Context: an optimization exercise on an open-source flow, tuned for small area. The choices shown serve that exercise and are no tape-out recipe. RTL that was checked went through simulation tests only; none was proved equivalent to the original. For runs 2 to 9, only the layout was checked, not whether the RTL still works. The clock port is modelled as an ideal driver; clocking choices that lean on that would not hold on a real chip. Power and IR drop assume default switching activity.

==> flow/design.v <==
`timescale 1ns / 1ps
module stopwatch(
	input clk,
	input btns,
	input btnr,
	input sw0,
	input sw1,
	output [7:0] rish,
	output [3:0] an
	);
reg [3:0] h;
reg clk_high;
wire h_term = ~h[0] & h[1] & ~h[2];
wire h_fb = ~(h[3] ^ h[2]);
reg [9:0] m;
reg clk_mid;
wire m_term = ~m[0] & ~m[1] & m[2] & ~m[3] & ~m[4] & m[5] & m[6] & ~m[7] & m[8] & ~m[9];
wire m_fb = ~(m[9] ^ m[6]);
reg [12:0] a;
reg clk_1hz;
wire a_term = ~a[0] & ~a[1] & ~a[2] & ~a[3] & a[4] & ~a[7] & ~a[9] & a[10] & a[11] & ~a[12];
wire a_fb = ~(a[12] ^ a[5]);
reg [11:0] b;
reg clk_2hz;
wire b_term = ~b[0] & ~b[1] & ~b[2] & b[3] & ~b[4] & ~b[5] & b[6] & ~b[7] & b[9] & b[11];
wire b_fb = ~(b[11] ^ b[10]);
always @(posedge clk) begin
	if (btns) begin
		h <= 0; m <= 0; a <= 0; b <= 0;
		clk_high <= 0; clk_mid <= 0; clk_1hz <= 0; clk_2hz <= 0;
	end else begin
		h <= h_term ? 4'd0  : {h[2:0], h_fb};
		m <= m_term ? 10'd0 : {m[8:0], m_fb};
		a <= a_term ? 13'd0 : {a[11:0], a_fb};
		b <= b_term ? 12'd0 : {b[10:0], b_fb};
		clk_high <= clk_high ^ h_term;
		clk_mid  <= clk_mid ^ m_term;
		clk_1hz  <= clk_1hz ^ a_term;
		clk_2hz  <= clk_2hz ^ b_term;
	end
end
wire high_rise = h_term & ~clk_high;
reg count_clk;
wire clk_next = sw1 ? clk_2hz : clk_1hz;
always @(posedge clk)
	count_clk <= clk_next;
wire count_rise = clk_next & ~count_clk;
reg [16:0] d;
reg btn_db;
reg pause;
wire d_term = ~d[0] & ~d[1] & d[2] & d[4] & ~d[5] & ~d[6] & ~d[7] & d[9] & d[10] & d[11] & d[12] & d[15] & d[16];
wire d_fb = ~(d[16] ^ d[5]);
always @(posedge clk) begin
	if (btns || !btnr) begin
		d <= 0;
		btn_db <= 0;
	end else begin
		d <= {d[15:0], d_fb};
		if (d_term)
			btn_db <= 1;
	end
end
always @(posedge clk) begin
	if (btns)
		pause <= 0;
	else if (btnr && d_term && !btn_db)
		pause <= ~pause;
end
reg [2:0] m1;
reg [3:0] m0;
reg [2:0] s1;
reg [3:0] s0;
wire s0_9 = s0[3] & s0[0];
wire s1_5 = s1[2] & s1[0];
wire m0_9 = m0[3] & m0[0];
wire m1_5 = m1[2] & m1[0];
wire tick = count_rise & ~pause;
wire inc_s = tick & (~sw1 | sw0);
wire inc_m = tick & (sw1 ? ~sw0 : (s0_9 & s1_5));
always @(posedge clk) begin
	if (btns) begin
		m1 <= 0; m0 <= 0; s1 <= 0; s0 <= 0;
	end else begin
		if (inc_s) begin
			s0 <= s0_9 ? 4'd0 : s0 + 4'd1;
			if (s0_9)
				s1 <= s1_5 ? 3'd0 : s1 + 3'd1;
		end
		if (inc_m) begin
			m0 <= m0_9 ? 4'd0 : m0 + 4'd1;
			if (m0_9)
				m1 <= m1_5 ? 3'd0 : m1 + 3'd1;
		end
	end
end
reg [1:0] anode_state;  
reg [3:0] digit;        
reg blank;              
always @(posedge clk) begin
	if (btns) begin
		anode_state <= 0;
		digit <= 0;
		blank <= 1;
	end else if (high_rise) begin
		anode_state <= anode_state + 2'd1;
		case (anode_state)
			2'd0: digit <= {1'b0, m1};
			2'd1: digit <= m0;
			2'd2: digit <= {1'b0, s1};
			default: digit <= s0;
		endcase
		blank <= clk_mid & sw1 & (anode_state[1] ? sw0 : ~sw0);
	end
end
assign an[3] = blank | (anode_state != 2'd1);
assign an[2] = blank | (anode_state != 2'd2);
assign an[1] = blank | (anode_state != 2'd3);
assign an[0] = blank | (anode_state != 2'd0);
wire A = digit[3], B = digit[2], C = digit[1], D = digit[0];
assign rish[0] = ~(A | C | (B & D) | (~B & ~D));
assign rish[1] = ~(~B | (~C & ~D) | (C & D));
assign rish[2] = ~(B | ~C | D);
assign rish[3] = ~(A | (~B & ~D) | (~B & C) | (C & ~D) | (B & ~C & D));
assign rish[4] = ~((~B & ~D) | (C & ~D));
assign rish[5] = ~(A | (~C & ~D) | (B & ~C) | (B & ~D));
assign rish[6] = ~(A | (~B & C) | (B & ~C) | (C & ~D));
assign rish[7] = 1'b1;
endmodule
==> flow/run.sh <==
#!/bin/bash
# synth_recipe.tcl (not shown) runs the flow's synth.tcl, then flattens the netlist and writes it again
# the make line also repeats each setting of config.mk as NAME=value (left out here)
make -C /OpenROAD-flow-scripts/flow DESIGN_CONFIG=/design/flow/config.mk WORK_HOME=/design/flow/orfs CLKGATE_MAP_FILE= SYNTH_SCRIPT=/design/flow/synth_recipe.tcl finish
==> flow/config.mk <==
export PLATFORM = sky130hd
export DESIGN_NAME = stopwatch
export DESIGN_NICKNAME = stopwatch
export VERILOG_FILES = /design/flow/design.v
export SDC_FILE = /design/flow/constraint.sdc
export NUM_CORES = 4
export LEC_CHECK = 0
export ABC_AREA = 1
export CAP_MARGIN = 20
export CORE_MARGIN = 2
export CORE_UTILIZATION = 40
export SLEW_MARGIN = 20
==> flow/constraint.sdc <==
create_clock -name core_clock -period 10.0 [get_ports {clk}]
set_input_delay 2.0000 -clock core_clock [delete_from_list [all_inputs] [get_ports {clk}]]
set_output_delay 2.0000 -clock core_clock [all_outputs]
set_load 0.01 [all_outputs]
==> flow_summary.toml, run 1 <==
[placed_design]
placed_area_um2 = 3590
io_buffers = 15
dpl.cell_count = 552
place_congestion = 0.768
dp_hpwl_um = 4070

[sta]
fmax_mhz = 259
fin_skew_ns = 0.00934
rsz0062_at_grt = "no"
tightest_slew_ns = 0.739
finalCriticalPeriod_ns = 3.86
drv_slew = 0
finalSetupTns_ns = 0
slew_headroom_pct = 50.4
setup_violations = 0
post-route-period-util_pct = 38.6
finalHoldViolCount = 0
whs_ns = 0.411

[grt]
antenna_found_initial = 0
grt_usage_pct = 14.6
grt_max_degree = 22
grt_pass1_wl_um = 10300
grt_pass1_vias = 2437
grt_overflow = 0

[drt]
dr.pass1.iters = 4
drc = 0
drt-total-wl_um = 5640
drt-vias-per-instance = 4.51
avgRoutedWirePerCell_um = 9.92
num_vias = 2561
detailedRoute.firstIterationViolations = 73
drtAntennaViolNets = 0

[floorplan]
dieArea_um2 = 9130
die_width_um = 95.6
core_um2 = 8180
die_y_um = 95.6
row_count = 33
start_util_pct = 41.0
num_io_pins = 17

[finish]
n_antenna_cell = 0
area_growth_pct = 13.4
nNetsFinal = 473
drive_above_1_share_pct = 6.70
final_cell_area_um2 = 3800
final_cells = 568
mostFrequentLayoutCells = "nor2_1 (94), inv_1 (90), dfxtp_1 (84)"
layout_commonest_cell = "nor2_1"

[clock_network]
cts.repair.resized = 0
htreeDepth = 3
cts_hold_buf = 0
clk_latency_ns = 0.35
cts_sinks = 84
clock-root-buffer = "clkbuf_8"
post_cts_buffers = 0
cts_made_buffers = 9
ctsLongestPathBuffers = 2
cts_tree = "yes"
path_clk_slew_ns = 0.08

[worst_setup_path]
worstPathRequired_ns = 8.00
path_max_fanout = 7
arrival_ns = 1.86
startpoint_type = "register"
cp-end-kind = "primary output"
critPathKind = "register to primary output"

[power_and_ir_drop]
switching_share_pct = 23.3
p_seq_share_pct = 54.4
switchingPower_mw = 0.149
p_comb_share_pct = 6.5
power_frac_clock_pct = 39.1
leakage_nw = 1.56
p_int_mw = 0.488
powerDensity_nw_per_um2 = 167
irDropWorstVdd_uv = 89.7

[flow_run]
max_cap_violations = 0

[synth]
async_reset_ff_share_pct = 0
synth-seq-cells = 84
syn_area_um2 = 3350
synth_edf_count = 0
synthTopCellsByArea = "dfxtp_1 (50%), nor2_1 (11%), inv_1 (10%)"
synth.top_cell.area_share_pct = 50.1
synth_cell_type_count = 37
yosysWarnings = 1
synthesis.nets = 455
syn_inst = 440
syn_area_per_cell_um2 = 7.62
synthFlopType = "dfxtp_1"
synth_area_leader_cell = "dfxtp_1"
ys_seq_area_share_pct = 50.1

[min_path]
min_path_type = "register to register"

[status]
status = "finished clean"
[power groups by stage]
stage	sequential, mW	clock (mW)	combinational (mW)
6_report	0.346	0.249	0.0415
5_1_grt	0.348	0.270	0.0477
4_1_cts	0.346	0.256	0.0420
3_5_place_dp	0.354	0	0.0420
3_3_place_gp	0.354	0	0.0412
2_1_floorplan	0.353	0	0.0284
[final cells by class]
| type | instances | area [um2] |
|---|---|---|
| Clock buffer | 11 | 151 |
| Clock inverter | 5 | 60.1 |
| Fill cell | 850 | 4370 |
| Inverter | 93 | 350 |
| Multi-Input combinational cell | 255 | 1280 |
| Sequential cell | 84 | 1680 |
| Tap cell | 105 | 131 |
| Timing Repair Buffer | 15 | 150 |
[path summary, 6_finish.rpt]
check	start	cells past startpoint	slack (ns)	to
setup reg to reg	h[0]$_SDFF_PP0_	4	8.39	digit[3]$_SDFFE_PP0P_
hold reg to reg	a[6]$_SDFF_PP0_	2	0.41	a[7]$_SDFF_PP0_
hold / removal	a[6]$_SDFF_PP0_	2	0.41	a[7]$_SDFF_PP0_
setup / recovery	digit[0]$_SDFFE_PP0P_	5	6.14	rish[5]
[logic make-up (layout without fill, tap and decap cells)]
group	Yosys count	in the layout	share of synthesized area [%]
AO/OA/AOI/OAI	46	46	7.65
flip-flops	84	84	50.1
AND/OR/NAND/NOR	194	194	25.5
buffers and inverters	101	124	11.8
XOR/XNOR	4	4	1.04
adder cells (fa/ha/maj)	10	10	3.73
other	1	1	0.112
[worst max-delay path, stage by stage (launching register included)]
cell,delay (ns)
dfxtp_1,0.45
inv_1,0.09
a21oi_1,0.20
inv_1,0.08
nor3_1,0.14
clkdlybuf4s50_1,0.56
[stage by stage]
step,utilization [%],total power [mW],worst slack [ns]
finish,46.5,0.636,6.14
global route,46.5,0.665,5.90
CTS,46.5,0.644,6.11
detailed placement,43.9,0.396,5.73
global placement,43.9,0.395,5.79
floorplan,-,0.381,7.08
[registers in the layout (all words and copies together) (netlist names), 2 cells and up]
| name | cells |
|---|---|
| h | 4 |
| s1 | 3 |
| anode_state | 2 |
| s0 | 4 |
| b | 12 |
| m1 | 3 |
| digit | 4 |
| d | 17 |
| m0 | 4 |
| a | 13 |
| m | 10 |
[layer usage]
metal	wire length, um	GRT usage (%)	part of all wire [%]
met1	2800	17.5	50
met2	2450	23.4	43
met3	234	3.79	4.2
met4	155	8.57	2.7
met5	0	0	0
[cell usage after synthesis (3+ instances only)]
cell type and count:
a21oi_1 23, ha_1 10, nor3_1 6, nand3_1 13, dfxtp_1 84, nand4_1 9, buf_2 3, inv_1 90
nand2_1 59, nor2_1 94, clkbuf_1 3, or2_2 3, o21ai_0 13, xor2_1 4
==> run 2, diff against run 1 <==
--- a/flow/design.v
+++ b/flow/design.v
@@ -10,3 +10,4 @@
 	);
-reg [3:0] h;
+reg [3:0] h_r;  
+wire [3:0] h = h_r ^ 4'b1010;
 reg clk_high;
@@ -14,3 +15,4 @@
 wire h_fb = ~(h[3] ^ h[2]);
-reg [9:0] m;
+reg [9:0] m_r;  
+wire [9:0] m = m_r ^ 10'b1010101010;
 reg clk_mid;
@@ -18,3 +20,4 @@
 wire m_fb = ~(m[9] ^ m[6]);
-reg [12:0] a;
+reg [12:0] a_r;  
+wire [12:0] a = a_r ^ 13'b0101010101010;
 reg clk_1hz;
@@ -22,3 +25,4 @@
 wire a_fb = ~(a[12] ^ a[5]);
-reg [11:0] b;
+reg [11:0] b_r;  
+wire [11:0] b = b_r ^ 12'b101010101010;
 reg clk_2hz;
@@ -28,9 +32,9 @@
 	if (btns) begin
-		h <= 0; m <= 0; a <= 0; b <= 0;
+		h_r <= 4'b1010; m_r <= 10'b1010101010; a_r <= 13'b0101010101010; b_r <= 12'b101010101010;
 		clk_high <= 0; clk_mid <= 0; clk_1hz <= 0; clk_2hz <= 0;
 	end else begin
-		h <= h_term ? 4'd0  : {h[2:0], h_fb};
-		m <= m_term ? 10'd0 : {m[8:0], m_fb};
-		a <= a_term ? 13'd0 : {a[11:0], a_fb};
-		b <= b_term ? 12'd0 : {b[10:0], b_fb};
+		h_r <= (h_term ? 4'd0  : {h[2:0], h_fb}) ^ 4'b1010;
+		m_r <= (m_term ? 10'd0 : {m[8:0], m_fb}) ^ 10'b1010101010;
+		a_r <= (a_term ? 13'd0 : {a[11:0], a_fb}) ^ 13'b0101010101010;
+		b_r <= (b_term ? 12'd0 : {b[10:0], b_fb}) ^ 12'b101010101010;
 		clk_high <= clk_high ^ h_term;
@@ -47,3 +51,4 @@
 wire count_rise = clk_next & ~count_clk;
-reg [16:0] d;
+reg [16:0] d_r;  
+wire [16:0] d = d_r ^ 17'b01010101010101010;
 reg btn_db;
@@ -54,6 +59,6 @@
 	if (btns || !btnr) begin
-		d <= 0;
+		d_r <= 17'b01010101010101010;
 		btn_db <= 0;
 	end else begin
-		d <= {d[15:0], d_fb};
+		d_r <= {d[15:0], d_fb} ^ 17'b01010101010101010;
 		if (d_term)
==> flow_summary.toml, run 2 <==
[status]
status = "finished clean"

[synth]
ys_seq_area_share_pct = 52.4
synth_area_leader_cell = "dfxtp_1"
synth_cell_type_count = 38
synthesis.nets = 409
async_reset_ff_share_pct = 0
synthFlopType = "dfxtp_1"
synth_edf_count = 0
syn_area_per_cell_um2 = 8.15
synth-seq-cells = 84
yosysMostFrequentCell = "nand2_1"
syn_area_um2 = 3210
yosys-top-cells-count = "nand2_1 (88), dfxtp_1 (84), nor2_1 (69)"
synth.top_cell.area_share_pct = 52.4
synthTopCellsByArea = "dfxtp_1 (52%), nand2_1 (10%), nor2_1 (8.1%)"
syn_inst = 394
yosysWarnings = 1

[drt]
dr.pass1.iters = 4
drc = 0
drt-total-wl_um = 5620
detailedRoute.firstIterationViolations = 74
num_vias = 2440
drt-vias-per-instance = 4.68
avgRoutedWirePerCell_um = 10.8
drtAntennaViolNets = 0

[sta]
slew_headroom_pct = 42.9
setup_violations = 0
tightest_slew_ns = 0.855
finalHoldViolCount = 0
finalSetupTns_ns = 0
fmax_mhz = 255
fin_skew_ns = 0.00937
finalCriticalPeriod_ns = 3.92
rsz0062_at_grt = "no"
post-route-period-util_pct = 39.2
drv_slew = 0

[floorplan]
num_io_pins = 17
row_count = 32
die_width_um = 93.6
start_util_pct = 41.3
die_y_um = 93.6
core_um2 = 7770
dieArea_um2 = 8760

[grt]
grt_overflow = 0
antenna_found_initial = 0
grt_pass1_vias = 2176
grt_usage_pct = 13.8
grt_pass1_wl_um = 9520
grt_max_degree = 31

[finish]
fillers = 803
drive_above_1_share_pct = 7.64
largest_reg_flops = 17
reg_top3 = "d_r (17), a_r (13), b_r (12)"
n_antenna_cell = 0
area_growth_pct = 14.2
mostFrequentLayoutCells = "nand2_1 (88), dfxtp_1 (84), nor2_1 (69)"
nNetsFinal = 429
layout_commonest_cell = "nand2_1"
top_register = "d_r"

[worst_setup_path]
crit_family = "buffers and inverters"
startpoint_type = "register"
arrival_ns = 1.92
cp_cell_sequence = "inv_1 -> o21ai_0 -> inv_1 -> a211oi_1 -> clkdlybuf4s50_1"
path_max_fanout = 6
worstPathRequired_ns = 8.00
crit_slowest_cell = "clkdlybuf4s50_1"
cp-end-kind = "primary output"
critPathKind = "register to primary output"
cpPeakStageDelay_ns = 0.57
critPathBufInv = 3
crit_top_cell = "inv_1"

[clock_network]
cts_made_buffers = 9
htreeDepth = 3
cts_hold_buf = 0
path_clk_slew_ns = 0.08
cts_sinks = 84
ctsLongestPathBuffers = 2
clk_latency_ns = 0.35
clock-root-buffer = "clkbuf_8"
cts.repair.resized = 0
cts_tree = "yes"
post_cts_buffers = 0

[placed_design]
io_buffers = 15
dp_hpwl_um = 4000
place_congestion = 0.785

[min_path]
min_path_type = "register to register"

[power_and_ir_drop]
leakage_nw = 1.52
totalPowerFinal_mw = 0.644
powerDensity_nw_per_um2 = 176
irDropWorstVdd_uv = 77.6

[flow_run]
max_cap_violations = 0
-- run 2: cell count changes after synthesis, moves of 3 or more --
cell	delta
a21oi_1	-3
buf_2	-3
inv_1	-47
nand2_1	+29
nor2_1	-25
xnor2_1	+5
-- run 2: cell type report --
type                       count  area [um2]  area share, %
multi-input combinational    257        1310           35.7
sequential                    84        1680           45.9
timing repair buffer          15         150           4.10
clock inverter                 4        56.3           1.54
tap                          102         128           3.48
clock buffer                  12         165           4.51
inverter                      47         176           4.81
-- run 2: where the power goes --
part | internal [mW] | switching (mW) | total (mW)
combinational | 0.0160 | 0.0226 | 0.0386
clock | 0.137 | 0.121 | 0.258
sequential | 0.341 | 0.00531 | 0.347
-- run 2: cells by family (layout without fill, tap and decap cells) --
kind of cell               after synthesis  after routing  share of synthesized area (%)
AOI/OAI and AO/OA                       42             42                           7.37
xor gates and xnor gates                 7              7                           1.91
adders and majority gates               10             10                           3.90
buffers and inverters                   53             78                           6.86
DFF                                     84             84                           52.4
other                                    1              1                          0.117
and+or+nand+nor                        197            197                           27.5
-- run 2: final timing paths --
check,from,to,slack (ns),cells past startpoint
hold reg to reg,d_r[14]$_SDFF_PP0_,d_r[15]$_SDFF_PP1_,0.37,1
hold / removal,d_r[14]$_SDFF_PP0_,d_r[15]$_SDFF_PP1_,0.37,1
setup / recovery,digit[0]$_SDFFE_PP0P_,rish[5],6.08,5
setup reg to reg,h_r[2]$_SDFF_PP0_,digit[3]$_SDFFE_PP0P_,8.35,4
-- run 2: per-layer routing --
metal	track usage, %	vias to the layer above	share of wire (%)
met5	0	-	0
met4	6.52	0	2.0
met3	4.11	12	4.5
met2	22.5	43	45
met1	16.8	1104	49
li1	-	1281	-
-- run 2: through the flow --
step / hold WS, ns / instances / util [%] / area [um2] / setup WS [ns]
global placement: 0.354 / 505 / 44.3 / 3440 / 6.03
CTS: 0.376 / 521 / 47.2 / 3670 / 6.04
detailed placement: 0.357 / 505 / 44.3 / 3440 / 5.96
floorplan: 0.351 / 394 / - / 3210 / 6.96
finish: 0.372 / 521 / 47.2 / 3670 / 6.08
global route: 0.386 / 521 / 47.2 / 3670 / 5.88
==> run 3, diff against run 2 <==
--- a/flow/config.mk
+++ b/flow/config.mk
@@ -8,2 +8,3 @@
 export ABC_AREA = 1
+export ABC_CLOCK_PERIOD_IN_PS = 1000000
 export CAP_MARGIN = 20
==> flow_summary.toml, run 3 <==
[worst_setup_path]
critPathKind = "register to primary output"
arrival_ns = 1.92
cp-startpoint = "digit[0]$_SDFFE_PP0P_"
worstPathRequired_ns = 8.00
path_max_fanout = 6
startpoint_type = "register"
r2r_start = "h_r[2]$_SDFF_PP0_"
cp-end-kind = "primary output"

[synth]
synth.top_cell.area_share_pct = 52.4
synthesis.nets = 409
syn_area_per_cell_um2 = 8.15
yosysMostFrequentCell = "nand2_1"
syn_inst = 394
synthTopCellsByArea = "dfxtp_1 (52%), nand2_1 (10%), nor2_1 (8.1%)"
synth_area_leader_cell = "dfxtp_1"
synthFlopType = "dfxtp_1"
yosysWarnings = 1
synth_edf_count = 0
yosys-top-cells-count = "nand2_1 (88), dfxtp_1 (84), nor2_1 (69)"
synth-seq-cells = 84
async_reset_ff_share_pct = 0
synth_cell_type_count = 38
syn_area_um2 = 3210
ys_seq_area_share_pct = 52.4

[power_and_ir_drop]
p_seq_share_pct = 53.9
switching_share_pct = 23.2
p_comb_share_pct = 6.0
irDropWorstVdd_uv = 77.6
leakage_nw = 1.52
powerDensity_nw_per_um2 = 176
p_int_mw = 0.494
switchingPower_mw = 0.149
power_frac_clock_pct = 40.2

[drt]
drc = 0
num_vias = 2440
drt-vias-per-instance = 4.68
drt-total-wl_um = 5620
dr.pass1.iters = 4
drtAntennaViolNets = 0
avgRoutedWirePerCell_um = 10.8
detailedRoute.firstIterationViolations = 74

[sta]
setup_violations = 0
tightest_slew_ns = 0.855
finalHoldViolCount = 0
drv_slew = 0
fin_skew_ns = 0.00937
finalCriticalPeriod_ns = 3.92
slew_headroom_pct = 42.9
finalSetupTns_ns = 0
rsz0062_at_grt = "no"
fmax_mhz = 255
post-route-period-util_pct = 39.2

[min_path]
min_path_type = "register to register"
hold_start = "d_r[14]$_SDFF_PP0_"

[finish]
largest_reg_flops = 17
drive_above_1_share_pct = 7.64
mostFrequentLayoutCells = "nand2_1 (88), dfxtp_1 (84), nor2_1 (69)"
reg_top3 = "d_r (17), a_r (13), b_r (12)"
area_growth_pct = 14.2
n_antenna_cell = 0
final_core_util_pct = 47.2
nNetsFinal = 429
layout_commonest_cell = "nand2_1"
top_register = "d_r"

[grt]
grt_usage_pct = 13.8
grt_overflow = 0
grt_max_degree = 31
use_met2_pct = 22.5
grt_pass1_wl_um = 9520
grt-busiest-layer = "met2"
gr-usage-met3_pct = 4.11
use_met1_pct = 16.8
antenna_found_initial = 0
grt_pass1_vias = 2176

[floorplan]
num_io_pins = 17
dieArea_um2 = 8760
die_y_um = 93.6
row_count = 32
core_um2 = 7770
die_width_um = 93.6
start_util_pct = 41.3

[clock_network]
path_clk_slew_ns = 0.08
ctsLongestPathBuffers = 2
htreeDepth = 3
cts_made_buffers = 9
cts_sinks = 84
cts.repair.resized = 0
cts_tree = "yes"
post_cts_buffers = 0
clk_latency_ns = 0.35
cts_hold_buf = 0
clock-root-buffer = "clkbuf_8"

[placed_design]
dp_hpwl_um = 4000
place_congestion = 0.785
io_buffers = 15

[status]
status = "finished clean"

[flow_run]
max_cap_violations = 0
[run 3: cell counts after synthesis]
Identical to the previous run, type by type.
[run 3: path summary, 6_finish.rpt]
check	to	slack [ns]	cells past startpoint
setup reg to reg	digit[3]$_SDFFE_PP0P_	8.35	4
hold / removal	d_r[15]$_SDFF_PP1_	0.37	1
setup / recovery	rish[5]	6.08	5
hold reg to reg	d_r[15]$_SDFF_PP1_	0.37	1
[run 3: power groups by stage]
stage               logic [mW]  registers, mW  clock network (mW)
detailed placement      0.0391          0.354                   0
global placement        0.0384          0.354                   0
floorplan               0.0264          0.353                   0
global route            0.0433          0.348               0.281
CTS                     0.0392          0.347               0.265
finish                  0.0386          0.347               0.258
[run 3: metal layers]
| metal | part of all wire (%) | up-vias |
|---|---|---|
| li1 | - | 1281 |
| met1 | 49 | 1104 |
| met2 | 45 | 43 |
| met3 | 4.5 | 12 |
| met4 | 2.0 | 0 |
| met5 | 0 | - |
[run 3: through the flow]
stage / power, mW / cell area, um2 / worst slack (ns) / hold slack, ns / cells
floorplan: 0.379 / 3210 / 6.96 / 0.351 / 394
global placement: 0.393 / 3440 / 6.03 / 0.354 / 505
detailed placement: 0.394 / 3440 / 5.96 / 0.357 / 505
CTS: 0.651 / 3670 / 6.04 / 0.376 / 521
global route: 0.672 / 3670 / 5.88 / 0.386 / 521
finish: 0.644 / 3670 / 6.08 / 0.372 / 521
[run 3: cell type report]
class,count,area [um2]
timing repair buffer,15,150
fill,803,4100
inverter,47,176
clock inverter,4,56.3
sequential,84,1680
clock buffer,12,165
tap,102,128
multi-input combinational,257,1310
[run 3: kinds of logic after synthesis]
logic type               count (synthesis)  share of synthesized area [%]
other                                    1                          0.117
adder cells (fa/ha/maj)                 10                           3.90
AND/OR/NAND/NOR                        197                           27.5
flip-flops                              84                           52.4
XOR/XNOR                                 7                           1.91
AO/OA/AOI/OAI                           42                           7.37
buffers and inverters                   53                           6.86
[run 3: critical path, cell delays in order (launching register included)]
cell and delay (ns):
dfxtp_1 0.42, inv_1 0.11, o21ai_0 0.22, inv_1 0.08, a211oi_1 0.17, clkdlybuf4s50_1 0.57
==> run 4, diff against run 3 <==
--- a/flow/config.mk
+++ b/flow/config.mk
@@ -8,6 +8,5 @@
 export ABC_AREA = 1
-export ABC_CLOCK_PERIOD_IN_PS = 1000000
 export CAP_MARGIN = 20
 export CORE_MARGIN = 2
-export CORE_UTILIZATION = 40
+export CORE_UTILIZATION = 70
 export SLEW_MARGIN = 20
==> flow_summary.toml, run 4 <==
[drt]
num_vias = 2468
dr.pass1.iters = 4
avgRoutedWirePerCell_um = 11.9
drc = 0
drt-total-wl_um = 5610
detailedRoute.firstIterationViolations = 142
drtAntennaViolNets = 0
drt-vias-per-instance = 5.24

[sta]
setup_ws_ns = 6.06
whs_ns = 0.384
slew_headroom_pct = 45.3
finalSetupTns_ns = 0
rsz0062_at_grt = "no"
setup_violations = 0
post-route-period-util_pct = 39.4
fin_skew_ns = 0.00608
fmax_mhz = 254
finalHoldViolCount = 0
drv_slew = 0
tightest_slew_ns = 0.820
finalCriticalPeriod_ns = 3.94

[synth]
async_reset_ff_share_pct = 0
yosys-top-cells-count = "nand2_1 (88), dfxtp_1 (84), nor2_1 (69)"
synth_mux_area_share_pct = 0
synthesis.nets = 409
syn_area_um2 = 3210
synth.top_cell.area_share_pct = 52.4
synth-seq-cells = 84
synth_area_leader_cell = "dfxtp_1"
synth_top_family_by_area = "simple AND/OR/NAND/NOR gates"
ys_seq_area_share_pct = 52.4
yosysWarnings = 1
synthTopCellsByArea = "dfxtp_1 (52%), nand2_1 (10%), nor2_1 (8.1%)"
synth_cell_type_count = 38
synthFlopType = "dfxtp_1"
syn_inst = 394
synth-xor-area-share_pct = 1.91
yosysMostFrequentCell = "nand2_1"
syn_area_per_cell_um2 = 8.15
synth-compound-area-share_pct = 7.37
yosys.area_share.adder_pct = 3.90
synth_edf_count = 0
synth-simple-area-share_pct = 27.5

[floorplan]
die_width_um = 71.7
row_count = 24
num_io_pins = 17
dieArea_um2 = 5140
die_y_um = 71.7
start_util_pct = 73.2
core_um2 = 4380

[worst_setup_path]
cpPeakStageDelay_ns = 0.57
crit_slowest_cell = "clkdlybuf4s50_1"
r2r_cells = 4
startpoint_type = "register"
worstPathRequired_ns = 8.00
critPathKind = "register to primary output"
path_max_fanout = 6
crit_top_cell = "inv_1"
cp-end-kind = "primary output"
cp_cell_sequence = "inv_1 -> o21ai_0 -> inv_1 -> a211oi_1 -> clkdlybuf4s50_1"
regToRegSetupSlack_ns = 8.29
arrival_ns = 1.94

[clock_network]
cts_sinks = 84
clock-root-buffer = "clkbuf_8"
htreeDepth = 3
cts_tree = "yes"
cts_made_buffers = 9
path_clk_slew_ns = 0.08
cts_hold_buf = 0
cts.repair.resized = 0
ctsLongestPathBuffers = 2
post_cts_buffers = 0
clk_latency_ns = 0.35

[grt]
grt_usage_pct = 24.1
grt_overflow = 0
use_met1_pct = 29.8
antenna_found_initial = 0
grt_pass1_wl_um = 9780
gr-usage-met3_pct = 5.49
grt_pass1_vias = 2313
grt-busiest-layer = "met2"
grt_max_degree = 31
use_met2_pct = 41.7

[power_and_ir_drop]
switchingPower_mw = 0.141
irDropWorstVdd_uv = 135
powerDensity_nw_per_um2 = 170
power_frac_clock_pct = 36.5
p_comb_share_pct = 6.4
p_seq_share_pct = 57.1
p_int_mw = 0.467
leakage_nw = 1.50
switching_share_pct = 23.2

[flow_run]
max_cap_violations = 0

[placed_design]
dp_hpwl_um = 4070
io_buffers = 15
dpl.cell_count = 455
dpl_worst_slack_ns = 6.03
place_congestion = 0.849

[finish]
n_antenna_cell = 0
largest_reg_flops = 17
mostFrequentLayoutCells = "nand2_1 (88), dfxtp_1 (84), nor2_1 (69)"
top_register = "d_r"
layout_commonest_cell = "nand2_1"
area_growth_pct = 11.2
drive_above_1_share_pct = 7.64
fillers = 305
reg_top3 = "d_r (17), a_r (13), b_r (12)"
final_core_util_pct = 81.4
final_cells = 471
nNetsFinal = 429

[min_path]
min_path_type = "register to register"
holdPathStages = 1

[status]
status = "finished clean"
run 4: power groups by stage:
stage	clock, mW	combinational [mW]	sequential, mW
after floorplan	0	0.0264	0.353
after global placement	0	0.0379	0.354
after detailed placement	0	0.0389	0.354
after CTS	0.224	0.0391	0.347
after global routing	0.237	0.0436	0.348
final	0.222	0.0388	0.347
run 4: metal layers:
layer	wire (um)	share of wire [%]
met5	0	0
met2	2820	50
met3	218	3.9
met4	60	1.1
met1	2510	45
run 4: final timing paths:
path                         startpoint                     to
setup reg to reg      h_r[2]$_SDFF_PP0_  digit[3]$_SDFFE_PP0P_
hold reg to reg       d_r[8]$_SDFF_PP0_      d_r[9]$_SDFF_PP1_
hold / removal        d_r[8]$_SDFF_PP0_      d_r[9]$_SDFF_PP1_
setup / recovery  digit[0]$_SDFFE_PP0P_                rish[5]
run 4: critical path, delay by kind of cell, from the launching register on:
family / cells / cell delay, ns
DFF: 1 / 0.42
buffers and inverters: 3 / 0.77
AOI/OAI and AO/OA: 2 / 0.41
run 4: per-stage QoR:
| step | area (um2) | power [mW] |
|---|---|---|
| global route | 3570 | 0.629 |
| global placement | 3380 | 0.392 |
| detailed placement | 3380 | 0.393 |
| CTS | 3570 | 0.610 |
| floorplan | 3210 | 0.379 |
| finish | 3570 | 0.607 |
run 4: kinds of logic (layout without fill, tap and decap cells):
logic type	count (synthesis)	count (layout)
and+or+nand+nor	197	197
AOI/OAI and AO/OA	42	42
other	1	1
xor gates and xnor gates	7	7
adders and majority gates	10	10
DFF	84	84
buffers and inverters	53	78
run 4: area by class of cell:
cell class | count | area (um2) | area share (%)
Clock buffer | 12 | 165 | 4.63
Tap cell | 52 | 65.1 | 1.82
Sequential cell | 84 | 1680 | 47.1
Timing Repair Buffer | 15 | 150 | 4.21
Multi-Input combinational cell | 257 | 1310 | 36.7
Inverter | 47 | 176 | 4.94
Clock inverter | 4 | 22.5 | 0.631
==> run 5, diff against run 4 <==
--- a/flow/config.mk
+++ b/flow/config.mk
@@ -10,3 +10,6 @@
 export CORE_MARGIN = 2
-export CORE_UTILIZATION = 70
+export CORE_UTILIZATION = 40
+export CTS_BUF_LIST = sky130_fd_sc_hd__clkbuf_16
+export CTS_CLUSTER_DIAMETER = 500
+export CTS_CLUSTER_SIZE = 100
 export SLEW_MARGIN = 20
==> flow_summary.toml, run 5 <==
[synth]
synth_edf_count = 0
yosysMostFrequentCell = "nand2_1"
synth_top_family_by_area = "simple AND/OR/NAND/NOR gates"
ys_seq_area_share_pct = 52.4
syn_area_per_cell_um2 = 8.15
async_reset_ff_share_pct = 0
synth-xor-area-share_pct = 1.91
synth-simple-area-share_pct = 27.5
synth_cell_type_count = 38
yosys-top-cells-count = "nand2_1 (88), dfxtp_1 (84), nor2_1 (69)"
synth-seq-cells = 84
synthFlopType = "dfxtp_1"
synth.top_cell.area_share_pct = 52.4
synth_area_leader_cell = "dfxtp_1"
synth_mux_area_share_pct = 0
synthesis.nets = 409
synthTopCellsByArea = "dfxtp_1 (52%), nand2_1 (10%), nor2_1 (8.1%)"
syn_inst = 394
yosys.area_share.adder_pct = 3.90
synth-compound-area-share_pct = 7.37
yosysWarnings = 1
syn_area_um2 = 3210

[sta]
rsz0062_at_grt = "no"
finalSetupTns_ns = 0
setup_violations = 0
setup_ws_ns = 6.11
slew_headroom_pct = 43.0
post-route-period-util_pct = 38.9
whs_ns = 0.368
fmax_mhz = 257
drv_slew = 0
finalCriticalPeriod_ns = 3.89
fin_skew_ns = 0.00523
finalHoldViolCount = 0
tightest_slew_ns = 0.855

[finish]
drive_above_1_share_pct = 6.92
nNetsFinal = 429
top_register = "d_r"
reg_top3 = "d_r (17), a_r (13), b_r (12)"
final_cell_area_um2 = 3740
mostFrequentLayoutCells = "nand2_1 (88), dfxtp_1 (84), nor2_1 (69)"
n_antenna_cell = 0
layout_commonest_cell = "nand2_1"
final_cells = 521
area_growth_pct = 16.4
largest_reg_flops = 17
final_core_util_pct = 48.1

[drt]
num_vias = 2435
dr_wl_met3_um = 197
drtAntennaViolNets = 0
top_layer_used = "met4"
wl_met1_um = 2780
avgRoutedWirePerCell_um = 10.8
drt-vias-per-instance = 4.67
drc = 0
dr.pass1.iters = 4
drt-total-wl_um = 5640
detailedRoute.firstIterationViolations = 57
wl_met2_um = 2530

[worst_setup_path]
r2r_start = "h_r[2]$_SDFF_PP0_"
regToRegSetupSlack_ns = 8.35
crit_slowest_cell = "clkdlybuf4s50_1"
arrival_ns = 1.89
worstPathRequired_ns = 8.00
reg2reg_to = "digit[3]$_SDFFE_PP0P_"
r2r_cells = 4
critPathKind = "register to primary output"
path_max_fanout = 6
cpPeakStageDelay_ns = 0.57
crit_top_cell = "inv_1"
critPathBufInv = 3
cp_cell_sequence = "inv_1 -> o21ai_0 -> inv_1 -> a211oi_1 -> clkdlybuf4s50_1"
startpoint_type = "register"
cp-end-kind = "primary output"
crit_family = "buffers and inverters"

[grt]
grt_usage_pct = 13.9
grt_overflow = 0
grt_pass1_vias = 2209
grt_pass1_wl_um = 9580
antenna_found_initial = 0
grt_max_degree = 31

[placed_design]
placed_area_um2 = 3440
dpl.cell_count = 505
io_buffers = 15
place_congestion = 0.785
dpl_worst_slack_ns = 5.96
dp_hpwl_um = 4000

[min_path]
hold_start = "d_r[14]$_SDFF_PP0_"
min_path_type = "register to register"
holdPathStages = 1
hold-path-endpoint = "d_r[15]$_SDFF_PP1_"

[power_and_ir_drop]
leakage_nw = 1.54
powerDensity_nw_per_um2 = 189
totalPowerFinal_mw = 0.706
irDropWorstVdd_uv = 93.4

[flow_run]
max_cap_violations = 0

[floorplan]
start_util_pct = 41.3
die_y_um = 93.6
core_um2 = 7770
dieArea_um2 = 8760
die_width_um = 93.6
num_io_pins = 17
row_count = 32

[clock_network]
cts.repair.resized = 0
cts_hold_buf = 0
cts_tree = "yes"
ctsLongestPathBuffers = 2
cts_made_buffers = 9
clock-root-buffer = "clkbuf_16"
clk_latency_ns = 0.33
htreeDepth = 3
cts_sinks = 84
path_clk_slew_ns = 0.06
post_cts_buffers = 0

[status]
status = "finished clean"
-- run 5: cell counts after synthesis --
No cell type changed its count.
-- run 5: logic make-up after synthesis --
logic type,after synthesis
AO/OA/AOI/OAI,42
XOR/XNOR,7
adder cells (fa/ha/maj),10
buffers and inverters,53
flip-flops,84
other,1
AND/OR/NAND/NOR,197
-- run 5: worst max path at each step --
stage	from	end	slack [ns]	cells past startpoint
global placement	btns	m_r[2]$_SDFF_PP0_	6.03	4
global route	digit[0]$_SDFFE_PP0P_	rish[5]	5.92	5
floorplan	digit[0]$_SDFFE_PP0P_	rish[5]	6.96	4
detailed placement	btns	m_r[0]$_SDFF_PP0_	5.96	4
finish	digit[0]$_SDFFE_PP0P_	rish[5]	6.11	5
CTS	digit[0]$_SDFFE_PP0P_	rish[5]	6.07	5
-- run 5: area by class of cell --
type | count | area, um2
Multi-Input combinational cell | 257 | 1310
Clock inverter | 7 | 67.6
Tap cell | 102 | 128
Sequential cell | 84 | 1680
Inverter | 47 | 176
Timing Repair Buffer | 15 | 150
Fill cell | 787 | 4030
Clock buffer | 9 | 225
-- run 5: report_power, final --
group	switching [mW]	total, mW	internal, mW	leakage, nW
combinational	0.0227	0.0386	0.0160	0.720
clock	0.128	0.320	0.192	0.142
sequential	0.00528	0.347	0.342	0.683
total	0.156	0.706	0.550	1.54
-- run 5: worst reg2reg max path, cell delays in order, from the launching register on --
cell and delay, ns:
dfxtp_1 0.33, nor3_1 0.24, ha_1 0.35, clkinv_1 0.27
a221oi_1 0.35
-- run 5: metal layers --
layer  up-vias  global-route usage, %
met5         -                      0
met4         0                   7.25
met3        12                   3.63
met2        34                   22.6
met1      1107                   16.9
li1       1282                      -
==> run 6, diff against run 5 <==
==> flow/flow/run.sh (new file) <==
#!/bin/bash
# Standard ORFS layout with smaller port buffers and a clock tree without dummy loads.
set -uo pipefail
export BUFFER_PORTS_ARGS="-buffer_cell sky130_fd_sc_hd__buf_1"
export CTS_ARGS="-sink_clustering_enable -repair_clock_nets -dont_use_dummy_load"
bash standard.sh > flow.log 2>&1
rc=$?
cp -r orfs/logs orfs_logs 2>/dev/null
exit $rc
==> flow/standard.sh (new file) <==
#!/bin/bash
# synth_recipe.tcl (not shown) runs the flow's synth.tcl, then flattens the netlist and writes it again
# the make line also repeats each setting of config.mk as NAME=value (left out here)
make -C /OpenROAD-flow-scripts/flow DESIGN_CONFIG=/design/flow/config.mk WORK_HOME=/design/flow/orfs CLKGATE_MAP_FILE= SYNTH_SCRIPT=/design/flow/synth_recipe.tcl "${@:-finish}"
--- a/flow/config.mk
+++ b/flow/config.mk
@@ -10,6 +10,3 @@
 export CORE_MARGIN = 2
-export CORE_UTILIZATION = 40
-export CTS_BUF_LIST = sky130_fd_sc_hd__clkbuf_16
-export CTS_CLUSTER_DIAMETER = 500
-export CTS_CLUSTER_SIZE = 100
+export CORE_UTILIZATION = 70
 export SLEW_MARGIN = 20
removed: flow/run.sh
==> flow_summary.toml, run 6 <==
[clock_network]
ctsLongestPathBuffers = 2
clock-root-buffer = "clkbuf_8"
cts.repair.resized = 0
htreeDepth = 3
cts_made_buffers = 9
post_cts_buffers = 0
path_clk_slew_ns = 0.07
cts_tree = "yes"
clk_latency_ns = 0.34
cts_sinks = 84
cts_hold_buf = 0

[finish]
top_register = "d_r"
multi_input_area_um2 = 1310
mostFrequentLayoutCells = "nand2_1 (88), dfxtp_1 (84), nor2_1 (69)"
reg_top3 = "d_r (17), a_r (13), b_r (12)"
layout_commonest_cell = "nand2_1"
largest_reg_flops = 17
nNetsFinal = 429
seq_area_um2 = 1680
final_core_util_pct = 77.8
drive_above_1_share_pct = 6.07
n_antenna_cell = 0
area_growth_pct = 6.27
fillers = 322

[synth]
synth-seq-cells = 84
synthesis.nets = 409
synth.top_cell.area_share_pct = 52.4
yosys-top-cells-count = "nand2_1 (88), dfxtp_1 (84), nor2_1 (69)"
async_reset_ff_share_pct = 0
synth_area_leader_cell = "dfxtp_1"
syn_inst = 394
yosysMostFrequentCell = "nand2_1"
synthFlopType = "dfxtp_1"
synth_edf_count = 0
synth_cell_type_count = 38
syn_area_per_cell_um2 = 8.15
synthTopCellsByArea = "dfxtp_1 (52%), nand2_1 (10%), nor2_1 (8.1%)"
yosysWarnings = 1
syn_area_um2 = 3210
ys_seq_area_share_pct = 52.4

[power_and_ir_drop]
powerDensity_nw_per_um2 = 163
totalPowerFinal_mw = 0.558
leakage_nw = 1.43
irDropWorstVdd_uv = 161

[flow_run]
max_cap_violations = 0

[floorplan]
num_io_pins = 17
row_count = 24
die_width_um = 71.7
dieArea_um2 = 5140
core_um2 = 4380
die_y_um = 71.7
start_util_pct = 73.2

[grt]
grt_usage_pct = 23.9
grt_pass1_vias = 2200
antenna_found_initial = 0
grt_overflow = 0
grt_max_degree = 31
grt_pass1_wl_um = 9580

[drt]
drt-vias-per-instance = 5.19
num_vias = 2410
dr.pass1.iters = 4
drtAntennaViolNets = 0
detailedRoute.firstIterationViolations = 103
drc = 0
wl_met2_um = 2710
dr_wl_met3_um = 153
wl_met1_um = 2580
drt-total-wl_um = 5530
top_layer_used = "met4"
avgRoutedWirePerCell_um = 11.9

[worst_setup_path]
critPathBufInv = 3
r2r_start = "h_r[2]$_SDFF_PP0_"
crit_top_cell = "inv_1"
crit_slowest_cell = "dfxtp_1"
startpoint_type = "register"
cpPeakStageDelay_ns = 0.40
critPathKind = "register to primary output"
crit_family = "flip-flops"
r2r_cells = 5
reg2reg_to = "digit[3]$_SDFFE_PP0P_"
path_max_fanout = 6
cp-startpoint = "digit[0]$_SDFFE_PP0P_"
worstSetupEndpoint = "rish[5]"
cp-end-kind = "primary output"
cp_cell_sequence = "inv_1 -> o21ai_0 -> inv_1 -> a211oi_1 -> buf_1"
worstPathRequired_ns = 8.00
regToRegSetupSlack_ns = 8.40
crit_cells = 5
arrival_ns = 1.48

[placed_design]
place_congestion = 0.866
io_buffers = 15
dp_hpwl_um = 4020

[min_path]
min_path_type = "register to register"

[sta]
fin_skew_ns = 0.0148
setup_violations = 0
finalCriticalPeriod_ns = 3.48
post-route-period-util_pct = 34.8
drv_slew = 0
tightest_slew_ns = 0.858
rsz0062_at_grt = "no"
slew_headroom_pct = 42.7
fmax_mhz = 287
finalHoldViolCount = 0
finalSetupTns_ns = 0

[status]
status = "finished clean"
run 6: cell types whose count changed in the layout (fill, tap and decap cells not counted):
cell | previous run | this run
buf_1 | 0 | 15
clkbuf_8 | 0 | 9
clkdlybuf4s50_1 | 15 | 0
clkbuf_16 | 9 | 0
clkinv_1 | 5 | 2
clkinv_4 | 3 | 0
bufinv_16 | 1 | 0
run 6: cell families after synthesis:
family	share of synthesized area [%]
AO/OA/AOI/OAI	7.37
XOR/XNOR	1.91
adder cells (fa/ha/maj)	3.90
buffers and inverters	6.86
flip-flops	52.4
other	0.117
AND/OR/NAND/NOR	27.5
run 6: report_power, final:
part | total (mW) | switching [mW] | internal (mW)
combinational | 0.0336 | 0.0229 | 0.0107
clock | 0.177 | 0.0969 | 0.0804
sequential | 0.347 | 0.00534 | 0.342
total | 0.558 | 0.125 | 0.433
run 6: per-layer routing:
layer	vias to the layer above	GRT usage, %
met5	-	0
met2	29	39.1
li1	1274	-
met1	1097	30.1
met4	0	12.6
met3	10	4.64
run 6: worst min path at each step:
stage | cells past startpoint | end | from | slack [ns]
2_1_floorplan | 1 | b_r[9]$_SDFF_PP1_ | b_r[8]$_SDFF_PP0_ | 0.35
3_3_place_gp | 1 | d_r[15]$_SDFF_PP1_ | d_r[14]$_SDFF_PP0_ | 0.35
3_5_place_dp | 1 | d_r[9]$_SDFF_PP1_ | d_r[8]$_SDFF_PP0_ | 0.36
4_1_cts | 1 | d_r[9]$_SDFF_PP1_ | d_r[8]$_SDFF_PP0_ | 0.37
5_1_grt | 1 | d_r[9]$_SDFF_PP1_ | d_r[8]$_SDFF_PP0_ | 0.38
6_report | 1 | d_r[9]$_SDFF_PP1_ | d_r[8]$_SDFF_PP0_ | 0.37
run 6: area by class of cell:
cell class	count	share of cell area, %
clock buffer	9	3.63
inverter	47	5.17
multi-input combinational	257	38.4
sequential	84	49.3
tap	52	1.91
timing repair buffer	15	1.65
run 6: per-stage QoR:
stage               hold WS [ns]  area, um2  setup slack (ns)  std cells
floorplan                  0.351       3210              6.96        394
global placement           0.354       3290              6.36        455
detailed placement         0.355       3290              6.35        455
CTS                        0.372       3410              6.48        464
global route               0.379       3410              6.33        464
finish                     0.371       3410              6.52        464
==> run 7, diff against run 6 <==
--- a/flow/design.v
+++ b/flow/design.v
@@ -15,7 +15,8 @@
 wire h_fb = ~(h[3] ^ h[2]);
-reg [9:0] m_r;  
-wire [9:0] m = m_r ^ 10'b1010101010;
+reg [6:0] m_r;  
+wire [6:0] m = m_r ^ 7'b0101010;
 reg clk_mid;
-wire m_term = ~m[0] & ~m[1] & m[2] & ~m[3] & ~m[4] & m[5] & m[6] & ~m[7] & m[8] & ~m[9];
-wire m_fb = ~(m[9] ^ m[6]);
+wire m_wrap = ~m[0] & ~m[1] & ~m[2] & ~m[3] & m[6];
+wire m_fb = ~(m[6] ^ m[1]);
+wire m_term = h_term & m_wrap;
 reg [12:0] a_r;  
@@ -32,3 +33,3 @@
 	if (btns) begin
-		h_r <= 4'b1010; m_r <= 10'b1010101010; a_r <= 13'b0101010101010; b_r <= 12'b101010101010;
+		h_r <= 4'b1010; m_r <= 7'b0101010; a_r <= 13'b0101010101010; b_r <= 12'b101010101010;
 		clk_high <= 0; clk_mid <= 0; clk_1hz <= 0; clk_2hz <= 0;
@@ -36,3 +37,3 @@
 		h_r <= (h_term ? 4'd0  : {h[2:0], h_fb}) ^ 4'b1010;
-		m_r <= (m_term ? 10'd0 : {m[8:0], m_fb}) ^ 10'b1010101010;
+		m_r <= (m_wrap ? 7'd0 : {m[5:0], m_fb}) ^ 7'b0101010;
 		a_r <= (a_term ? 13'd0 : {a[11:0], a_fb}) ^ 13'b0101010101010;
==> flow/flow/run.sh (replaced) <==
#!/bin/bash
# ORFS layout through the standard.sh, with three changes:
#  - synthesis maps logic with an area-only ABC script (flow/abc_area.script), so the
#    ORFS scripts are used from a private copy that holds that script;
#  - ports are buffered with sky130_fd_sc_hd__buf_1;
#  - the clock tree uses small clock buffers and no dummy loads.
# Each tool's output stays in orfs/logs/; everything make prints goes to flow.log.
set -euo pipefail
here=$(pwd)
rm -rf "$here/scripts"
cp -r "$FLOW_HOME/scripts" "$here/scripts"
cp "$here/flow/abc_area.script" "$here/scripts/abc_area.script"
export SCRIPTS_DIR="$here/scripts"
export BUFFER_PORTS_ARGS="-buffer_cell sky130_fd_sc_hd__buf_1"
export CTS_ARGS="-sink_clustering_enable -repair_clock_nets -dont_use_dummy_load -buf_list ${CTS_CELL:-sky130_fd_sc_hd__clkbuf_4}"
bash standard.sh > flow.log 2>&1
==> flow/flow/abc_area.script (new file) <==
strash
dc2
dch -f
amap
topo
--- a/flow/config.mk
+++ b/flow/config.mk
@@ -10,3 +10,3 @@
 export CORE_MARGIN = 2
-export CORE_UTILIZATION = 70
+export CORE_UTILIZATION = 85
 export SLEW_MARGIN = 20
==> flow_summary.toml, run 7 <==
[floorplan]
die_y_um = 61.3
row_count = 20
start_util_pct = 90.7
die_width_um = 61.3
num_io_pins = 17

[status]
status = "stopped before the end"
haltStage = "global placement (3_3_place_gp)"
tool.error = "[ERROR GPL-0301] Utilization 101.288 % exceeds 100%."

[synth]
synthTopCellsByArea = "dfxtp_1 (58%), nor2_1 (8.2%), nand2_1 (5.0%)"
synth.top_cell.area_share_pct = 58.1
syn_area_um2 = 2790
yosys-top-cells-count = "dfxtp_1 (81), nor2_1 (61), nand2_1 (37)"
syn_area_per_cell_um2 = 9.06
yosysMostFrequentCell = "dfxtp_1"
yosysWarnings = 1
ys_seq_area_share_pct = 58.1
synth_edf_count = 0
synthFlopType = "dfxtp_1"
synthesis.nets = 323
synth_cell_type_count = 34
synth-seq-cells = 81
async_reset_ff_share_pct = 0
syn_inst = 308
synth_area_leader_cell = "dfxtp_1"

[placed_design]
io_buffers = 15
[run 7: logic make-up after synthesis]
group	Yosys count	synth area share [%]
AO/OA/AOI/OAI	55	12.9
buffers and inverters	35	4.84
flip-flops	81	58.1
AND/OR/NAND/NOR	126	19.5
adder cells (fa/ha/maj)	10	4.48
other	1	0.134
==> run 8, diff against run 7 <==
--- a/flow/flow/run.sh
+++ b/flow/flow/run.sh
@@ -5,3 +5,4 @@
 #  - ports are buffered with sky130_fd_sc_hd__buf_1;
-#  - the clock tree uses small clock buffers and no dummy loads.
+#  - the clock tree uses small clock buffers and no dummy loads; flow/post_cts.tcl
+#    upsizes the clock buffers whose output slew is high.
 # Each tool's output stays in orfs/logs/; everything make prints goes to flow.log.
@@ -15,2 +16,3 @@
 export CTS_ARGS="-sink_clustering_enable -repair_clock_nets -dont_use_dummy_load -buf_list ${CTS_CELL:-sky130_fd_sc_hd__clkbuf_4}"
+export POST_CTS_TCL="$here/flow/post_cts.tcl"
 bash standard.sh > flow.log 2>&1
==> flow/flow/post_cts.tcl (new file) <==
estimate_parasitics -placement
set upsized 0
foreach inst [get_cells -quiet clkbuf_*] {
  set pin [get_pins -quiet [get_name $inst]/X]
  if {$pin eq ""} { continue }
  if {[get_property $pin slew_max] > 0.105} {
    replace_cell $inst sky130_fd_sc_hd__clkbuf_8
    incr upsized
  }
}
puts "post_cts: upsized $upsized clock buffers"
detailed_placement
estimate_parasitics -placement
--- a/flow/config.mk
+++ b/flow/config.mk
@@ -10,3 +10,3 @@
 export CORE_MARGIN = 2
-export CORE_UTILIZATION = 85
+export CORE_UTILIZATION = 75
 export SLEW_MARGIN = 20
==> flow_summary.toml, run 8 <==
[status]
status = "finished clean"

[sta]
fin_skew_ns = 0.0377
finalCriticalPeriod_ns = 3.64
fmax_mhz = 275
finalHoldViolCount = 0
slew_headroom_pct = 57.4
setup_ws_ns = 6.36
tightest_slew_ns = 0.637
rsz0062_at_grt = "no"
finalSetupTns_ns = 0
setup_violations = 0
drv_slew = 0
whs_ns = 0.365
post-route-period-util_pct = 36.4

[power_and_ir_drop]
totalPowerFinal_mw = 0.517
p_seq_share_pct = 64.4
power_frac_clock_pct = 30.1
powerDensity_nw_per_um2 = 172
irDropWorstVdd_uv = 164
switchingPower_mw = 0.116
leakage_nw = 1.10
switching_share_pct = 22.4
p_comb_share_pct = 5.5
p_int_mw = 0.402

[drt]
drt-total-wl_um = 4910
drt-vias-per-instance = 5.52
avgRoutedWirePerCell_um = 12.9
drc = 0
drtAntennaViolNets = 0
detailedRoute.firstIterationViolations = 146
num_vias = 2096
dr.pass1.iters = 4

[finish]
layout_commonest_cell = "dfxtp_1"
n_antenna_cell = 0
nNetsFinal = 349
top_register = "d_r"
mostFrequentLayoutCells = "dfxtp_1 (81), nor2_1 (61), nand2_1 (37)"
final_cell_area_um2 = 3010
largest_reg_flops = 17
final_core_util_pct = 83.4
final_cells = 380
drive_above_1_share_pct = 3.01
reg_top3 = "d_r (17), a_r (13), b_r (12)"
area_growth_pct = 7.71

[synth]
synthTopCellsByArea = "dfxtp_1 (58%), nor2_1 (8.2%), nand2_1 (5.0%)"
synthesis.nets = 323
yosys-top-cells-count = "dfxtp_1 (81), nor2_1 (61), nand2_1 (37)"
async_reset_ff_share_pct = 0
synthFlopType = "dfxtp_1"
synth_cell_type_count = 34
syn_area_per_cell_um2 = 9.06
synth_edf_count = 0
yosysMostFrequentCell = "dfxtp_1"
synth-seq-cells = 81
yosysWarnings = 1
synth.top_cell.area_share_pct = 58.1
syn_area_um2 = 2790
synth_area_leader_cell = "dfxtp_1"
syn_inst = 308
ys_seq_area_share_pct = 58.1

[worst_setup_path]
arrival_ns = 1.64
critPathKind = "register to primary output"
cp-end-kind = "primary output"
regToRegSetupSlack_ns = 8.08
worstPathRequired_ns = 8.00
r2r_start = "b_r[2]$_SDFF_PP0_"
reg2reg_to = "b_r[2]$_SDFF_PP0_"
r2r_cells = 5
path_max_fanout = 7
startpoint_type = "register"

[clock_network]
cts_tree = "yes"
cts_sinks = 81
path_clk_slew_ns = 0.09
clk_latency_ns = 0.35

[floorplan]
die_width_um = 65.0
core_um2 = 3610
start_util_pct = 77.4
die_y_um = 65.0
dieArea_um2 = 4230
num_io_pins = 17
row_count = 22

[grt]
grt_max_degree = 20
grt_usage_pct = 27.0
grt_pass1_vias = 1948
grt_overflow = 0
grt_pass1_wl_um = 8480
antenna_found_initial = 0

[min_path]
min_path_type = "register to register"
hold_start = "m_r[2]$_SDFF_PP0_"
hold-path-endpoint = "m_r[3]$_SDFF_PP1_"
holdPathStages = 1

[flow_run]
max_cap_violations = 0

[placed_design]
io_buffers = 15
dpl_worst_slack_ns = 6.16
place_congestion = 0.826
placed_area_um2 = 2910
dp_hpwl_um = 3570
dpl.cell_count = 371
-- run 8: power groups by stage --
stage / registers (mW) / logic, mW / clock network (mW)
floorplan: 0.339 / 0.0200 / 0
global placement: 0.340 / 0.0274 / 0
detailed placement: 0.341 / 0.0286 / 0
global route: 0.334 / 0.0327 / 0.174
finish: 0.333 / 0.0286 / 0.156
-- run 8: layout make-up --
class,count,area [um2]
clock buffers,9,98.8
repair buffers,16,63.8
inverters,34,128
flip-flops and latches,81,1620
well taps,48,60.1
fillers,232,599
multi-input cells,192,1030
-- run 8: worst max-delay path by stage --
stage,depth (start not counted),slack (ns),endpoint,from
2_1_floorplan,8,6.57,s1[2]$_SDFFE_PP0P_,sw1
6_report,5,6.36,rish[3],digit[2]$_SDFFE_PP0P_
5_1_grt,5,6.15,rish[3],digit[2]$_SDFFE_PP0P_
3_3_place_gp,9,6.26,s1[2]$_SDFFE_PP0P_,sw1
3_5_place_dp,9,6.16,s1[2]$_SDFFE_PP0P_,sw1
-- run 8: layer usage --
layer  up-vias  track usage (%)  routed length [um]
met4         0             11.4                  68
met1       952             32.7                2240
met3         6             8.85                 223
met2        47             43.9                2380
met5         -                0                   0
li1       1091                -                   -
-- run 8: kinds of logic after synthesis --
kind of cell | synth area share (%)
AO/OA/AOI/OAI | 12.9
flip-flops | 58.1
AND/OR/NAND/NOR | 19.5
adder cells (fa/ha/maj) | 4.48
buffers and inverters | 4.84
other | 0.134
-- run 8: worst max-delay path, stage by stage (launching register included) --
cell and delay, ns:
dfxtp_1 0.32, clkinv_1 0.16, nor2_1 0.18, nor2_1 0.07, a2111oi_0 0.38, buf_1 0.20
==> run 9, diff against run 8 <==
--- a/flow/config.mk
+++ b/flow/config.mk
@@ -10,3 +10,3 @@
 export CORE_MARGIN = 2
-export CORE_UTILIZATION = 75
+export CORE_UTILIZATION = 80
 export SLEW_MARGIN = 20
==> flow_summary.toml, run 9 <==
[finish]
drive_above_1_share_pct = 3.01
largest_reg_flops = 17
top_register = "d_r"
fillers = 156
nNetsFinal = 349
mostFrequentLayoutCells = "dfxtp_1 (81), nor2_1 (61), nand2_1 (37)"
layout_commonest_cell = "dfxtp_1"
reg_top3 = "d_r (17), a_r (13), b_r (12)"
n_antenna_cell = 0
area_growth_pct = 7.62

[placed_design]
io_buffers = 15
place_congestion = 0.903
dp_hpwl_um = 3880
dpl_worst_slack_ns = 6.16

[grt]
grt_pass1_vias = 2188
grt_overflow = 0
grt_pass1_wl_um = 10000
grt_usage_pct = 33.2
grt_max_degree = 20
antenna_found_initial = 0

[synth]
syn_inst = 308
synth_edf_count = 0
yosysWarnings = 1
synthesis.nets = 323
syn_area_per_cell_um2 = 9.06
synth-seq-cells = 81
syn_area_um2 = 2790
synth.top_cell.area_share_pct = 58.1
synth_area_leader_cell = "dfxtp_1"
synthTopCellsByArea = "dfxtp_1 (58%), nor2_1 (8.2%), nand2_1 (5.0%)"
yosys-top-cells-count = "dfxtp_1 (81), nor2_1 (61), nand2_1 (37)"
yosysMostFrequentCell = "dfxtp_1"
ys_seq_area_share_pct = 58.1
async_reset_ff_share_pct = 0
synthFlopType = "dfxtp_1"
synth_cell_type_count = 34

[worst_setup_path]
critPathBufInv = 2
startpoint_type = "register"
cp-end-kind = "primary output"
path_max_fanout = 7
cp_cell_sequence = "clkinv_1 -> nor2_1 -> nor2_1 -> a2111oi_0 -> buf_1"
cpPeakStageDelay_ns = 0.38
critPathKind = "register to primary output"
crit_family = "compound AO/OA/AOI/OAI gates"
crit_slowest_cell = "a2111oi_0"
arrival_ns = 1.62
worstPathRequired_ns = 8.00
crit_top_cell = "nor2_1"

[floorplan]
start_util_pct = 83.7
die_y_um = 63.1
die_width_um = 63.1
dieArea_um2 = 3980
core_um2 = 3340
row_count = 21
num_io_pins = 17

[sta]
fmax_mhz = 276
finalCriticalPeriod_ns = 3.62
fin_skew_ns = 0.0277
rsz0062_at_grt = "no"
post-route-period-util_pct = 36.2
slew_headroom_pct = 56.9
setup_ws_ns = 6.38
tightest_slew_ns = 0.637
finalSetupTns_ns = 0
drv_slew = 0
finalHoldViolCount = 0
setup_violations = 0

[drt]
drt-total-wl_um = 5810
avgRoutedWirePerCell_um = 15.4
drtAntennaViolNets = 0
drc = 0
dr.pass1.iters = 7
num_vias = 2271
detailedRoute.firstIterationViolations = 235
drt-vias-per-instance = 6.01

[power_and_ir_drop]
powerDensity_nw_per_um2 = 174
switching_share_pct = 23.3
power_frac_clock_pct = 30.7
p_seq_share_pct = 63.7
p_int_mw = 0.402
leakage_nw = 1.10
p_comb_share_pct = 5.6
irDropWorstVdd_uv = 162
switchingPower_mw = 0.122

[status]
status = "finished clean"

[clock_network]
clk_latency_ns = 0.35
cts_tree = "yes"
path_clk_slew_ns = 0.09
cts_sinks = 81

[flow_run]
max_cap_violations = 0

[min_path]
min_path_type = "register to register"
-- run 9: cell counts after synthesis --
Identical to the previous run, type by type.
-- run 9: per-stage QoR --
step	hold WS [ns]	cell area, um2	util, %	power (mW)	cells
2_1_floorplan	0.343	2790	-	0.359	308
3_3_place_gp	0.346	2910	87.1	0.367	369
6_report	0.358	3000	90.0	0.524	378
5_1_grt	0.367	3000	90.0	0.542	378
3_5_place_dp	0.351	2910	87.1	0.369	369
-- run 9: path summary, 6_finish.rpt --
kind | to | slack, ns | start | cells past startpoint
max | rish[3] | 6.38 | digit[2]$_SDFFE_PP0P_ | 5
min | a_r[9]$_SDFF_PP1_ | 0.36 | a_r[8]$_SDFF_PP0_ | 1
max reg2reg | b_r[8]$_SDFF_PP0_ | 7.87 | b_r[2]$_SDFF_PP0_ | 5
min reg2reg | a_r[9]$_SDFF_PP1_ | 0.36 | a_r[8]$_SDFF_PP0_ | 1
-- run 9: worst reg2reg max path, stage by stage (launching register included) --
cell,delay [ns]
dfxtp_1,0.33
or4_1,0.53
nor4b_1,0.60
nor2_1,0.28
clkinv_1,0.21
nor2_1,0.07
-- run 9: final cells by class --
type	count	area (um2)	share of cell area (%)
Sequential cell	81	1620	54.0
Multi-Input combinational cell	192	1030	34.4
Inverter	34	128	4.25
Clock buffer	9	98.8	3.29
Timing Repair Buffer	16	63.8	2.12
Tap cell	46	57.6	1.92
-- run 9: power groups by stage --
stage	Clock [mW]	Combinational (mW)	Sequential, mW
2_1_floorplan	0	0.0200	0.339
3_3_place_gp	0	0.0271	0.340
3_5_place_dp	0	0.0284	0.341
5_1_grt	0.175	0.0334	0.334
6_report	0.161	0.0291	0.334
-- run 9: logic make-up after synthesis --
group | count (synthesis) | synth area share (%)
buf+inv | 35 | 4.84
other cells | 1 | 0.134
flops | 81 | 58.1
compound gates | 55 | 12.9
simple gates | 126 | 19.5
fa+ha+maj | 10 | 4.48
-- run 9: routing by layer --
| layer | vias up | wire, um | GRT usage (%) |
|---|---|---|---|
| met3 | 35 | 336 | 9.46 |
| met5 | - | 0 | 0 |
| met1 | 1041 | 2380 | 38.5 |
| li1 | 1088 | - | - |
| met2 | 107 | 2830 | 55.1 |
| met4 | 0 | 263 | 18.6 |

[afterwards: timing with drivers on the ports]
The flow's constraints put no driver on any port. The routed layouts listed below were extracted and timed again, unchanged, in two steps.
Step 1, drivers: a clkbuf_16 drives clk and a buf_2 each remaining input, both assumed.
Step 2 moves the port delays by t, midway between the first and last clock arrival at a register: inputs arrive t later, outputs are due t later. That takes back most of the time a late clock gives input paths.
a / b / c = ideal ports / drivers / drivers and shift; a / b = the first two.
| run | t (ns) | setup slack, ns | worst setup path after step 2 | cell pins on the clock port's net |
|---|---|---|---|---|
| run 1 | 0.381 | 6.138 / 6.106 / 5.801 | input to register | 1 |
| run 2 | 0.379 | 6.083 / 6.055 / 6.034 | input to register | 1 |
| run 3 | 0.379 | 6.083 / 6.055 / 6.034 | input to register | 1 |
| run 4 | 0.368 | 6.060 / 6.037 / 6.054 | input to register | 1 |
| run 5 | 0.364 | 6.113 / 6.079 / 6.032 | input to register | 1 |
| run 6 | 0.358 | 6.519 / 6.496 / 6.310 | input to register | 1 |
| run 8 | 0.364 | 6.359 / 6.330 / 6.133 | input to register | 1 |
| run 9 | 0.364 | 6.378 / 6.351 / 6.057 | input to register | 1 |
After both steps every run listed still meets setup and hold. For run 1, which loses most, drivers alone change the setup slack by -0.032 ns; drivers and shift together by -0.337 ns.
